This is an optimization exercise on Yosys and OpenROAD, whose aim is a short achievable clock period and few clock cycles, not a production implementation. Function was checked by simulation only, so behaviour that the tests miss may differ from the original. Power figures rest on the tool's default switching activity, not on a simulated workload.

==> job 6936 <==
==> flow/design.v (excerpt) <==
module mips(
    input clk,
    input reset,
    input [31:0] i_inst_rdata,
    input [31:0] m_data_rdata,
    output [31:0] i_inst_addr,
    output [31:0] m_data_addr,
    output [31:0] m_data_wdata,
    output [3 :0] m_data_byteen,
    output [31:0] m_inst_addr,
    output w_grf_we,
    output [4:0] w_grf_addr,
    output [31:0] w_grf_wdata,
    output [31:0] w_inst_addr
);
Settings: LEC_CHECK=0, CAP_MARGIN=20, CORE_MARGIN=2, CORE_UTILIZATION=40, PLACE_DENSITY=0.6, SLEW_MARGIN=20; clock period 100.0 ns.
run.sh (not shown) runs the stock make flow with config.mk's settings and CLKGATE_MAP_FILE= SYNTH_SCRIPT=/design/flow/synth_recipe.tcl, a recipe that flattens the netlist after the stock synthesis.
==> inputs of job 5978, as changes to job 6936 <==
--- a/flow/design.v
+++ b/flow/design.v
@@ -11,20 +11,22 @@
     output [31:0] m_inst_addr,
     output w_grf_we,
     output [4:0] w_grf_addr,
     output [31:0] w_grf_wdata,
     output [31:0] w_inst_addr
 );
-    reg  [31:0] pc_f;
+    reg  [31:0] pc_f;           
+    reg  [31:0] pc_n;           
+    wire [31:0] pc_i = ~pc_n;
     reg  [31:0] ir_f, irpc_f;
     reg  [31:0] hold_ir, hold_pc;
     reg         use_hold, d_valid;
     assign i_inst_addr = pc_f;
     always @(posedge clk) begin
         ir_f   <= i_inst_rdata;
-        irpc_f <= pc_f;
+        irpc_f <= pc_i;
     end
     wire [31:0] ir  = use_hold ? hold_ir : ir_f;
     wire [31:0] dpc = use_hold ? hold_pc : irpc_f;
     wire [5:0]  op = ir[31:26];
     wire [5:0]  fn = ir[5:0];
     wire [4:0]  rs = ir[25:21];
@@ -89,26 +91,30 @@
     wire stall   = d_valid && (st_ld || st_hilo);
     wire issue   = d_valid && !stall;
     wire eq    = (va == vb);
     wire a_z   = (va == 32'd0);
     wire taken = (i_beq & eq) | (i_bne & ~eq) | (i_blez & (va[31] | a_z)) |
                  (i_bgtz & ~va[31] & ~a_z) | (i_bltz & va[31]) | (i_bgez & ~va[31]);
-    wire [31:0] pc4  = pc_f + 32'd4;
-    wire [31:0] pcbr = pc_f + {{14{imm[15]}}, imm, 2'b00};
-    wire [31:0] npc  = (i_j | i_jal) ? {pc_f[31:28], ir[25:0], 2'b00} :
+    wire [31:0] pc4  = pc_i + 32'd4;
+    wire [31:0] pcbr = pc_i + {{14{imm[15]}}, imm, 2'b00};
+    wire [31:0] npc  = (i_j | i_jal) ? {pc_i[31:28], ir[25:0], 2'b00} :
                        (i_jr | i_jalr) ? va :
                        taken ? pcbr : pc4;
     always @(posedge clk) begin
         if (reset) begin
             pc_f     <= 32'h0000_3000;
+            pc_n     <= ~32'h0000_3000;
             d_valid  <= 1'b0;
             use_hold <= 1'b0;
         end else begin
             d_valid  <= 1'b1;
             use_hold <= stall;
-            if (!stall) pc_f <= d_valid ? npc : pc4;
+            if (!stall) begin
+                pc_f <= d_valid ? npc : pc4;
+                pc_n <= ~(d_valid ? npc : pc4);
+            end
         end
         if (stall) begin
             hold_ir <= ir;
             hold_pc <= dpc;
         end
     end
==> flow/flow/run.sh (new file) <==
#!/bin/bash
# The standard layout (standard.sh) with two optimisation settings:
#  - the input and output port buffers are sky130_fd_sc_hd__buf_8 cells
#    instead of the flow's default buffer cell;
#  - the resizer's setup-slack target (SETUP_SLACK_MARGIN) is 78.7 ns, so
#    repair_timing works on every path slower than 21.3 ns of the 100 ns
#    clock (the constraints themselves are unchanged); gate cloning is off
#    (SKIP_GATE_CLONING), so repair never copies a cell.
# All of the flow's output goes to standard_flow.log; ORFS keeps each
# step's log under orfs/logs.
set -euo pipefail
export BUFFER_PORTS_ARGS="-buffer_cell sky130_fd_sc_hd__buf_8"
export SETUP_SLACK_MARGIN=78.7
export SKIP_GATE_CLONING=1
bash standard.sh finish "BUFFER_PORTS_ARGS=$BUFFER_PORTS_ARGS" "SETUP_SLACK_MARGIN=$SETUP_SLACK_MARGIN" \
    "SKIP_GATE_CLONING=$SKIP_GATE_CLONING" > standard_flow.log 2>&1
==> flow/standard.sh (new file) <==
#!/bin/bash
# synth_recipe.tcl (not shown) runs the flow's synth.tcl, then flattens the netlist and writes it again
# the make line also repeats each setting of config.mk as NAME=value (left out here)
make -C /OpenROAD-flow-scripts/flow DESIGN_CONFIG=/design/flow/config.mk WORK_HOME=/design/flow/orfs CLKGATE_MAP_FILE= SYNTH_SCRIPT=/design/flow/synth_recipe.tcl "${@:-finish}"
removed: flow/run.sh
==> notes <==
Against job 5978, the routed wire length of job 6936 is smaller by 2.4%. Register-to-register slack: job 5978 is worse than job 6936 (0.32 ns). Of job 6936 and job 5978, job 5978 has the higher synthesized cell count (gap 1.9%, measured against job 5978). Of job 6936 and job 5978, job 5978 has the higher sequential cell count (gap 32). In job 5978 the hold slack is better than in job 6936, by 0.0032 ns. Against job 6936, the first-iteration DRC count of job 5978 is larger by 6.8%. Between job 6936 and job 5978, the lower area after synthesis is in job 6936 (gap about 1.2%, measured against job 5978). Of job 5978 and job 6936, job 5978 has the higher worst setup slack (gap 0.84 ns). In job 5978 the total power is higher than in job 6936, by 11%. Of job 6936 and job 5978, job 5978 has the higher combinational power (gap about 18%, measured against job 5978).
==> figures <==
| item | job 6936 | job 5978 |
|---|---|---|
| Total half-perimeter wirelength after legalization and detailed placement | 490,000 µm | 499,000 µm |
| Final cycle utilization of the critical path | 22.2% | 21.4% |
| CTS buffer count | 200 | 199 |
| Max stage delay on crit path | 0.74 ns | 0.35 ns |
| GR Util All Layers | 32.6% | 32.9% |
| Multi-input combinational cell count | 13,078 | 13,364 |
| GR Layer Usage met2 | 50.6% | 50.7% |
| Number of clock buffers in the layout | 263 | 249 |
| Flop+latch power | 0.814 mW | 0.837 mW |
| Worst-case reg-to-reg path depth | 51 | 56 |
| Die Y | 634 µm | 638 µm |
| Share of synthesized area occupied by flip-flops and latches | 30.7% | 30.7% |
| Total length of routed met2 wires | 295,000 µm | 303,000 µm |
| Non-clk buf share | 3.67% | 4.44% |
| Outcome | complete, no violations | complete, no violations |
| Buffer count excluding the clock tree in the final layout | 746 | 779 |
| Non-Filler Cell Area, Final | 176,000 µm² | 179,000 µm² |
| Post-Layout Cell Count | 22,790 | 23,154 |
| Cells after synthesis | 17,475 | 17,819 |
| Nets@finish | 19,338 | 19,682 |
| Post-Synth Simple-Gate Area | 16.9% | 17.0% |
Testbench counts of job 6936, summed over its fixed seeds: cycles 83,117.
Testbench counts of job 5978, summed over its fixed seeds: cycles 83,117.

==> re-timing with driven ports <==
Ports are ideal in the flow. The routed layouts listed here were re-timed in OpenROAD.
Step 1 sets driving cells, clkbuf_16 on the clock port and buf_2 on the other inputs (assumed; they add their load-dependent delay and slew).
Step 2 times the ports against the registers' clock, not the clock port: input delays grow and output delays shrink by t, the midpoint of the rising clock arrivals with the driver on.
Three values: ideal, step 1, step 2; two values: the first two.
run	shift t [ns]	setup WS [ns]	worst setup path at the end
job 6936	1.006	77.756 / 77.669 / 77.298	input to register
job 5978	0.968	78.593 / 78.510 / 78.225	input to register
After both steps every run listed still meets setup and hold. The setup slack of job 6936, which loses most, moves by -0.087 ns with the drivers and by -0.458 ns with both steps.
